From an optimization exercise on the open Yosys and OpenROAD flow, aimed at small area; shortcuts taken in it are not production practice. RTL that was checked went through simulation tests only; none was proved equivalent to the original. The clock port is modelled as an ideal driver; clocking choices that lean on that would not hold on a real chip.

Setup of amber:
==> module stopwatch, before the edit <==
module stopwatch(
	input clk,
	input btns,
	input btnr,
	input sw0,
	input sw1,
	output [7:0] rish,
	output [3:0] an
	);
reg [3:0] h_r;  
wire [3:0] h = h_r ^ 4'b1010;
reg clk_high;
wire h_term = ~h[0] & h[1] & ~h[2];
wire h_fb = ~(h[3] ^ h[2]);
reg [6:0] m_r;  
wire [6:0] m = m_r ^ 7'b0101010;
reg clk_mid;
wire m_wrap = ~m[0] & ~m[1] & ~m[2] & ~m[3] & m[6];
wire m_fb = ~(m[6] ^ m[1]);
wire m_term = h_term & m_wrap;
reg [12:0] a_r;  
wire [12:0] a = a_r ^ 13'b0101010101010;
reg clk_1hz;
wire a_term = ~a[0] & ~a[1] & ~a[2] & ~a[3] & a[4] & ~a[7] & ~a[9] & a[10] & a[11] & ~a[12];
wire a_fb = ~(a[12] ^ a[5]);
reg [11:0] b_r;  
wire [11:0] b = b_r ^ 12'b101010101010;
reg clk_2hz;
wire b_term = ~b[0] & ~b[1] & ~b[2] & b[3] & ~b[4] & ~b[5] & b[6] & ~b[7] & b[9] & b[11];
wire b_fb = ~(b[11] ^ b[10]);
always @(posedge clk) begin
	if (btns) begin
		h_r <= 4'b1010; m_r <= 7'b0101010; a_r <= 13'b0101010101010; b_r <= 12'b101010101010;
		clk_high <= 0; clk_mid <= 0; clk_1hz <= 0; clk_2hz <= 0;
	end else begin
		h_r <= (h_term ? 4'd0  : {h[2:0], h_fb}) ^ 4'b1010;
		m_r <= (m_wrap ? 7'd0 : {m[5:0], m_fb}) ^ 7'b0101010;
		a_r <= (a_term ? 13'd0 : {a[11:0], a_fb}) ^ 13'b0101010101010;
		b_r <= (b_term ? 12'd0 : {b[10:0], b_fb}) ^ 12'b101010101010;
		clk_high <= clk_high ^ h_term;
		clk_mid  <= clk_mid ^ m_term;
		clk_1hz  <= clk_1hz ^ a_term;
		clk_2hz  <= clk_2hz ^ b_term;
	end
end
wire high_rise = h_term & ~clk_high;
reg count_clk;
wire clk_next = sw1 ? clk_2hz : clk_1hz;
always @(posedge clk)
	count_clk <= clk_next;
wire count_rise = clk_next & ~count_clk;
reg [16:0] d_r;  
wire [16:0] d = d_r ^ 17'b01010101010101010;
reg btn_db;
reg pause;
wire d_term = ~d[0] & ~d[1] & d[2] & d[4] & ~d[5] & ~d[6] & ~d[7] & d[9] & d[10] & d[11] & d[12] & d[15] & d[16];
wire d_fb = ~(d[16] ^ d[5]);
always @(posedge clk) begin
	if (btns || !btnr) begin
		d_r <= 17'b01010101010101010;
		btn_db <= 0;
	end else begin
		d_r <= {d[15:0], d_fb} ^ 17'b01010101010101010;
		if (d_term)
			btn_db <= 1;
	end
end
always @(posedge clk) begin
	if (btns)
		pause <= 0;
	else if (btnr && d_term && !btn_db)
		pause <= ~pause;
end
reg [2:0] m1;
reg [3:0] m0;
reg [2:0] s1;
reg [3:0] s0;
wire s0_9 = s0[3] & s0[0];
wire s1_5 = s1[2] & s1[0];
wire m0_9 = m0[3] & m0[0];
wire m1_5 = m1[2] & m1[0];
wire tick = count_rise & ~pause;
wire inc_s = tick & (~sw1 | sw0);
wire inc_m = tick & (sw1 ? ~sw0 : (s0_9 & s1_5));
always @(posedge clk) begin
	if (btns) begin
		m1 <= 0; m0 <= 0; s1 <= 0; s0 <= 0;
	end else begin
		if (inc_s) begin
			s0 <= s0_9 ? 4'd0 : s0 + 4'd1;
			if (s0_9)
				s1 <= s1_5 ? 3'd0 : s1 + 3'd1;
		end
		if (inc_m) begin
			m0 <= m0_9 ? 4'd0 : m0 + 4'd1;
			if (m0_9)
				m1 <= m1_5 ? 3'd0 : m1 + 3'd1;
		end
	end
end
reg [1:0] anode_state;  
reg [3:0] digit;        
reg blank;              
always @(posedge clk) begin
	if (btns) begin
		anode_state <= 0;
		digit <= 0;
		blank <= 1;
	end else if (high_rise) begin
		anode_state <= anode_state + 2'd1;
		case (anode_state)
			2'd0: digit <= {1'b0, m1};
			2'd1: digit <= m0;
			2'd2: digit <= {1'b0, s1};
			default: digit <= s0;
		endcase
		blank <= clk_mid & sw1 & (anode_state[1] ? sw0 : ~sw0);
	end
end
assign an[3] = blank | (anode_state != 2'd1);
assign an[2] = blank | (anode_state != 2'd2);
assign an[1] = blank | (anode_state != 2'd3);
assign an[0] = blank | (anode_state != 2'd0);
wire A = digit[3], B = digit[2], C = digit[1], D = digit[0];
assign rish[0] = ~(A | C | (B & D) | (~B & ~D));
assign rish[1] = ~(~B | (~C & ~D) | (C & D));
assign rish[2] = ~(B | ~C | D);
assign rish[3] = ~(A | (~B & ~D) | (~B & C) | (C & ~D) | (B & ~C & D));
assign rish[4] = ~((~B & ~D) | (C & ~D));
assign rish[5] = ~(A | (~C & ~D) | (B & ~C) | (B & ~D));
assign rish[6] = ~(A | (~B & C) | (B & ~C) | (C & ~D));
assign rish[7] = 1'b1;
endmodule
==> flow/config.mk <==
export PLATFORM = sky130hd
export DESIGN_NAME = stopwatch
export DESIGN_NICKNAME = stopwatch
export VERILOG_FILES = /design/flow/design.v
export SDC_FILE = /design/flow/constraint.sdc
export NUM_CORES = 4
export LEC_CHECK = 0
export ABC_AREA = 1
export CAP_MARGIN = 20
export CORE_MARGIN = 2
export CORE_UTILIZATION = 80
export SLEW_MARGIN = 20
==> flow/constraint.sdc <==
create_clock -name core_clock -period 10.0 [get_ports {clk}]
set_input_delay 2.0000 -clock core_clock [delete_from_list [all_inputs] [get_ports {clk}]]
set_output_delay 2.0000 -clock core_clock [all_outputs]
set_load 0.01 [all_outputs]
standard.sh (not shown) runs the stock make flow with config.mk's settings and CLKGATE_MAP_FILE= SYNTH_SCRIPT=/design/flow/synth_recipe.tcl, a recipe that flattens the netlist after the stock synthesis.
==> flow/flow/run.sh <==
#!/bin/bash
# ORFS layout through the standard.sh, with three changes:
#  - synthesis maps logic with an area-only ABC script (flow/abc_area.script), so the
#    ORFS scripts are used from a private copy that holds that script;
#  - ports are buffered with sky130_fd_sc_hd__buf_1;
#  - the clock tree uses small clock buffers and no dummy loads; flow/post_cts.tcl
#    upsizes the clock buffers whose output slew is high.
# Each tool's output stays in orfs/logs/; everything make prints goes to flow.log.
set -euo pipefail
here=$(pwd)
rm -rf "$here/scripts"
cp -r "$FLOW_HOME/scripts" "$here/scripts"
cp "$here/flow/abc_area.script" "$here/scripts/abc_area.script"
export SCRIPTS_DIR="$here/scripts"
export BUFFER_PORTS_ARGS="-buffer_cell sky130_fd_sc_hd__buf_1"
export CTS_ARGS="-sink_clustering_enable -repair_clock_nets -dont_use_dummy_load -buf_list ${CTS_CELL:-sky130_fd_sc_hd__clkbuf_4}"
export POST_CTS_TCL="$here/flow/post_cts.tcl"
bash standard.sh > flow.log 2>&1
==> flow/flow/abc_area.script <==
strash
dc2
dch -f
amap
topo
==> flow/flow/post_cts.tcl <==
estimate_parasitics -placement
set upsized 0
foreach inst [get_cells -quiet clkbuf_*] {
  set pin [get_pins -quiet [get_name $inst]/X]
  if {$pin eq ""} { continue }
  if {[get_property $pin slew_max] > 0.105} {
    replace_cell $inst sky130_fd_sc_hd__clkbuf_8
    incr upsized
  }
}
puts "post_cts: upsized $upsized clock buffers"
detailed_placement
estimate_parasitics -placement
Input-level comparison between ember and amber:
--- a/flow/design.v
+++ b/flow/design.v
@@ -81,24 +81,30 @@
 wire m0_9 = m0[3] & m0[0];
 wire m1_5 = m1[2] & m1[0];
 wire tick = count_rise & ~pause;
 wire inc_s = tick & (~sw1 | sw0);
 wire inc_m = tick & (sw1 ? ~sw0 : (s0_9 & s1_5));
+wire inc_s1 = inc_s & s0_9;
+wire inc_m1 = inc_m & m0_9;
 always @(posedge clk) begin
 	if (btns) begin
 		m1 <= 0; m0 <= 0; s1 <= 0; s0 <= 0;
 	end else begin
-		if (inc_s) begin
-			s0 <= s0_9 ? 4'd0 : s0 + 4'd1;
-			if (s0_9)
-				s1 <= s1_5 ? 3'd0 : s1 + 3'd1;
-		end
-		if (inc_m) begin
-			m0 <= m0_9 ? 4'd0 : m0 + 4'd1;
-			if (m0_9)
-				m1 <= m1_5 ? 3'd0 : m1 + 3'd1;
-		end
+		s0[0] <= s0[0] ^ inc_s;
+		s0[1] <= s0[1] ^ (inc_s & s0[0] & ~s0[3]);
+		s0[2] <= s0[2] ^ (inc_s & s0[0] & s0[1]);
+		s0[3] <= s0[3] ^ (inc_s & s0[0] & (s0[3] | (s0[2] & s0[1])));
+		s1[0] <= s1[0] ^ inc_s1;
+		s1[1] <= s1[1] ^ (inc_s1 & s1[0] & ~s1[2]);
+		s1[2] <= s1[2] ^ (inc_s1 & s1[0] & (s1[2] | s1[1]));
+		m0[0] <= m0[0] ^ inc_m;
+		m0[1] <= m0[1] ^ (inc_m & m0[0] & ~m0[3]);
+		m0[2] <= m0[2] ^ (inc_m & m0[0] & m0[1]);
+		m0[3] <= m0[3] ^ (inc_m & m0[0] & (m0[3] | (m0[2] & m0[1])));
+		m1[0] <= m1[0] ^ inc_m1;
+		m1[1] <= m1[1] ^ (inc_m1 & m1[0] & ~m1[2]);
+		m1[2] <= m1[2] ^ (inc_m1 & m1[0] & (m1[2] | m1[1]));
 	end
 end
 reg [1:0] anode_state;  
 reg [3:0] digit;        
 reg blank;              
@@ -106,11 +112,11 @@
 	if (btns) begin
 		anode_state <= 0;
 		digit <= 0;
 		blank <= 1;
 	end else if (high_rise) begin
-		anode_state <= anode_state + 2'd1;
+		anode_state <= {anode_state[1] ^ anode_state[0], ~anode_state[0]};
 		case (anode_state)
 			2'd0: digit <= {1'b0, m1};
 			2'd1: digit <= m0;
 			2'd2: digit <= {1'b0, s1};
 			default: digit <= s0;
--- outcome ---
amber -> ember: number of enable flip-flop cells after synthesis delta 0, exact match. amber → ember: largest fanout on the critical path was more or less identical; post-route fraction of the period consumed by the critical path now smaller; area enclosed by the die boundary lost 1.0%; combined area of all synthesized cells fell about 1.1%; setup slack climbed 0.029 ns.
The RTL of amber was laid out without a check of its function.

-- what the ideal ports hide --
Ports are ideal in the flow. The routed layouts listed here were re-timed in OpenROAD. Step 1 (the two cells are an assumption about what drives the block):
set clk [get_ports {clk}]
set_driving_cell -lib_cell sky130_fd_sc_hd__clkbuf_16 $clk
set_driving_cell -lib_cell sky130_fd_sc_hd__buf_2 [delete_from_list [all_inputs] $clk]
Step 2 adds t to the input delays and takes it off the output delays; t is the mean of the earliest and latest rising clock arrival at the registers after step 1. Input paths then give back, and output paths get back, about the clock's delay inside the block. Three values: ideal, step 1, step 2; two values: the first two.
run | t (ns) | setup slack, ns | worst setup path at the end | worst register clock-pin slew, ns | worst slew at a driven data input, ns
amber | 0.364 | 6.378 / 6.351 / 6.057 | input to register | 0.10 / 0.10 | 0.03
ember | 0.365 | 6.407 / 6.381 / 6.177 | input to register | 0.10 / 0.10 | 0.03
After both steps every run listed still meets setup and hold. For amber, which loses most, drivers alone change the setup slack by -0.027 ns; drivers and shift together by -0.321 ns.
